Background: an optimization exercise with open tools, aiming at small area, a short achievable clock period and few clock cycles per item. Do not read the settings as production practice.
Power is estimated from default activity; no workload was simulated.

==> flow/design.v <==
`default_nettype none
module iterativeDivision
  #(parameter int unsigned DATA_W = 32)
  ( input  var logic i_clk
  , input  var logic i_rst  
  , input  var logic [DATA_W-1:0] i_dividend
  , input  var logic [DATA_W-1:0] i_divisor
  , input  var logic i_start  
  , output var logic [DATA_W-1:0] o_quotient
  , output var logic [DATA_W-1:0] o_remainder
  , output var logic o_finish  
  );
  function automatic logic [5:0] clz32(input logic [31:0] x);
    logic [15:0] z1; logic [15:0] c1;       
    logic [7:0]  z2; logic [15:0] c2;       
    logic [3:0]  z3; logic [11:0] c3;       
    logic [1:0]  z4; logic [7:0]  c4;       
    logic        z5; logic [4:0]  c5;
    for (int i = 0; i < 16; i++) begin
      z1[i] = !(x[2*i+1] || x[2*i]);
      c1[i] = !x[2*i+1];
    end
    for (int i = 0; i < 8; i++) begin
      z2[i]         = z1[2*i+1] && z1[2*i];
      c2[2*i+:2]    = z1[2*i+1] ? {1'b1, c1[2*i]} : {1'b0, c1[2*i+1]};
    end
    for (int i = 0; i < 4; i++) begin
      z3[i]         = z2[2*i+1] && z2[2*i];
      c3[3*i+:3]    = z2[2*i+1] ? {1'b1, c2[4*i+:2]} : {1'b0, c2[4*i+2+:2]};
    end
    for (int i = 0; i < 2; i++) begin
      z4[i]         = z3[2*i+1] && z3[2*i];
      c4[4*i+:4]    = z3[2*i+1] ? {1'b1, c3[6*i+:3]} : {1'b0, c3[6*i+3+:3]};
    end
    z5 = z4[1] && z4[0];
    c5 = z4[1] ? {1'b1, c4[3:0]} : {1'b0, c4[7:4]};
    clz32 = {z5, z5 ? 5'd0 : c5};
  endfunction
  logic [5:0] zA_q, zB_q;
  logic       quotZero_q;
  logic [31:0] dividendSeen;
  always_comb begin
    dividendSeen[31] = i_dividend[31];
    for (int i = 30; i >= 0; i--)
      dividendSeen[i] = dividendSeen[i+1] || i_dividend[i];
  end
  always_ff @(posedge i_clk) begin
    zA_q       <= clz32(i_dividend);
    zB_q       <= clz32(i_divisor);
    quotZero_q <= (i_divisor == '0) || ((i_divisor & ~dividendSeen) != '0);
  end
  logic [5:0] shDiff;
  logic [3:0] shAmt;
  logic       quotZero, alignDone;
  always_comb begin
    shDiff   = zB_q - zA_q;  
    shAmt    = shDiff[4:1];
    quotZero = quotZero_q;
    alignDone = (shDiff[5:1] == '0);
  end
  logic       busy_q, align_q, step_q;
  logic [3:0] count_q;
  always_ff @(posedge i_clk)
    if (i_rst) begin
      busy_q  <= '0;
      align_q <= '0;
      step_q  <= '0;
    end else if (i_start) begin
      busy_q  <= '1;
      align_q <= '1;
      step_q  <= '0;
    end else if (align_q) begin
      busy_q  <= !quotZero;
      align_q <= '0;
      step_q  <= !quotZero && !alignDone;
    end else begin
      busy_q  <= busy_q && step_q;
      step_q  <= step_q && (count_q != '0);
    end
  always_ff @(posedge i_clk)
    if (align_q)
      count_q <= shAmt;
    else
      count_q <= count_q - 1'b1;
  always_comb
    o_finish = busy_q && (align_q ? quotZero : !step_q);
  logic [DATA_W:0]   div_q;
  logic [DATA_W-1:0] rem_q, quo_q, remNext;
  logic              doStep;
  always_comb
    doStep = step_q || (align_q && alignDone && !quotZero);
  localparam int unsigned W = DATA_W + 3;
  logic [W-1:0] rX, dX, d2X, s3, c3;
  logic [W:0]   t1, t2, t3;
  logic         ge1, ge2, ge3, q1, q2;
  always_comb begin
    rX  = W'(rem_q);
    d2X = W'(div_q);
    dX  = W'(div_q[DATA_W:1]);
    s3  = rX ^ ~d2X ^ ~dX;
    c3  = {(rX[W-2:0] & ~d2X[W-2:0]) | (rX[W-2:0] & ~dX[W-2:0])
           | (~d2X[W-2:0] & ~dX[W-2:0]), 1'b1};
    t1  = {rX, 1'b1} + {~dX, 1'b1};
    t2  = {rX, 1'b1} + {~d2X, 1'b1};
    t3  = {s3, 1'b1} + {c3, 1'b1};
    ge1 = !t1[W];
    ge2 = !t2[W];
    ge3 = !t3[W];
    q1  = ge2;
    q2  = ge3 || (ge1 && !ge2);
    if (ge3)
      remNext = t3[DATA_W:1];
    else if (ge2)
      remNext = t2[DATA_W:1];
    else if (ge1)
      remNext = t1[DATA_W:1];
    else
      remNext = rem_q;
  end
  always_ff @(posedge i_clk)
    if (i_start)
      div_q <= {i_divisor, 1'b0};
    else if (align_q)
      div_q <= div_q << {shAmt, 1'b0};
    else
      div_q <= div_q >> 2;
  always_ff @(posedge i_clk)
    if (i_start)
      rem_q <= i_dividend;
    else if (doStep)
      rem_q <= remNext;
  always_ff @(posedge i_clk)
    if (i_start)
      quo_q <= {DATA_W{i_divisor == '0}};
    else if (align_q && !alignDone)
      quo_q <= '0;
    else
      quo_q <= {quo_q[DATA_W-3:0], q1, q2};
  always_comb begin
    o_quotient  = quo_q;
    o_remainder = rem_q;
  end
endmodule
`resetall
Settings: LEC_CHECK=0, ABC_AREA=1, CAP_MARGIN=20, CORE_MARGIN=2, CORE_UTILIZATION=40, SETUP_SLACK_MARGIN=4.5, SLEW_MARGIN=20; clock period 8.0 ns.
standard.sh (not shown) runs the stock make flow with config.mk's settings and CLKGATE_MAP_FILE= SYNTH_SCRIPT=/design/flow/synth_recipe.tcl, a recipe that flattens the netlist after the stock synthesis.
==> flow/flow/run.sh <==
#!/bin/bash
# Standard layout, with the port buffers made from the smallest buffer cell
# (repair may still resize them). make's output goes to flow_make.log; each
# ORFS step writes its own log under orfs/logs/.
set -euo pipefail
export BUFFER_PORTS_ARGS="-buffer_cell sky130_fd_sc_hd__buf_1"
bash standard.sh finish > flow_make.log 2>&1
Rerun with:
--- a/flow/design.v
+++ b/flow/design.v
@@ -41,17 +41,18 @@
   logic [31:0] dividendSeen;
   always_comb begin
     dividendSeen[31] = i_dividend[31];
     for (int i = 30; i >= 0; i--)
       dividendSeen[i] = dividendSeen[i+1] || i_dividend[i];
   end
-  always_ff @(posedge i_clk) begin
-    zA_q       <= clz32(i_dividend);
-    zB_q       <= clz32(i_divisor);
-    quotZero_q <= (i_divisor == '0) || ((i_divisor & ~dividendSeen) != '0);
-  end
+  always_ff @(posedge i_clk)
+    if (i_start) begin
+      zA_q       <= clz32(i_dividend);
+      zB_q       <= clz32(i_divisor);
+      quotZero_q <= (i_divisor == '0) || ((i_divisor & ~dividendSeen) != '0);
+    end
   logic [5:0] shDiff;
   logic [3:0] shAmt;
   logic       quotZero, alignDone;
   always_comb begin
     shDiff   = zB_q - zA_q;  
     shAmt    = shDiff[4:1];
@@ -129,15 +130,13 @@
       rem_q <= i_dividend;
     else if (doStep)
       rem_q <= remNext;
   always_ff @(posedge i_clk)
     if (i_start)
       quo_q <= {DATA_W{i_divisor == '0}};
-    else if (align_q && !alignDone)
-      quo_q <= '0;
-    else
+    else if (doStep)
       quo_q <= {quo_q[DATA_W-3:0], q1, q2};
   always_comb begin
     o_quotient  = quo_q;
     o_remainder = rem_q;
   end
 endmodule
=> Final cell count came out higher by 5.4%. Design area climbs by 6.6%. Clock skew came out higher by 0.0046 ns. Power rose by 24%. Non-clock buffer count goes up by 30. Synthesized cell count increases by 3.5%. Worst setup slack gets worse by 0.052 ns.
No run of this note included a check of the RTL's function; only the layout flow was run.

[port drivers added, routing unchanged]
The flow's constraints put no driver on any port. The routed layouts listed below were extracted and timed again, unchanged, in two steps.
Step 1 assumes that a clkbuf_16 drives the clock port and a buf_2 every other input.
Step 2 moves the port delays by t, midway between the first and last clock arrival at a register: inputs arrive t later, outputs are due t later. That takes back most of the time a late clock gives input paths.
Three values: ideal ports, drivers, drivers and shift; two values: the first two.
run | t, ns | setup WS [ns] | hold WS [ns] | worst setup path after step 2 | worst register clock-pin slew, ns
the first run | 0.483 | 4.566 / 4.566 / 4.162 | 0.443 / 0.443 / 0.443 | input to register | 0.07 / 0.07
the second run | 0.497 | 4.515 / 4.515 / 4.254 | 0.470 / 0.470 / 0.470 | input to register | 0.08 / 0.08
After both steps setup and hold are still met in every run listed. The setup slack of the first run, which loses most, moves by 0.000 ns with the drivers and by -0.404 ns with both steps.
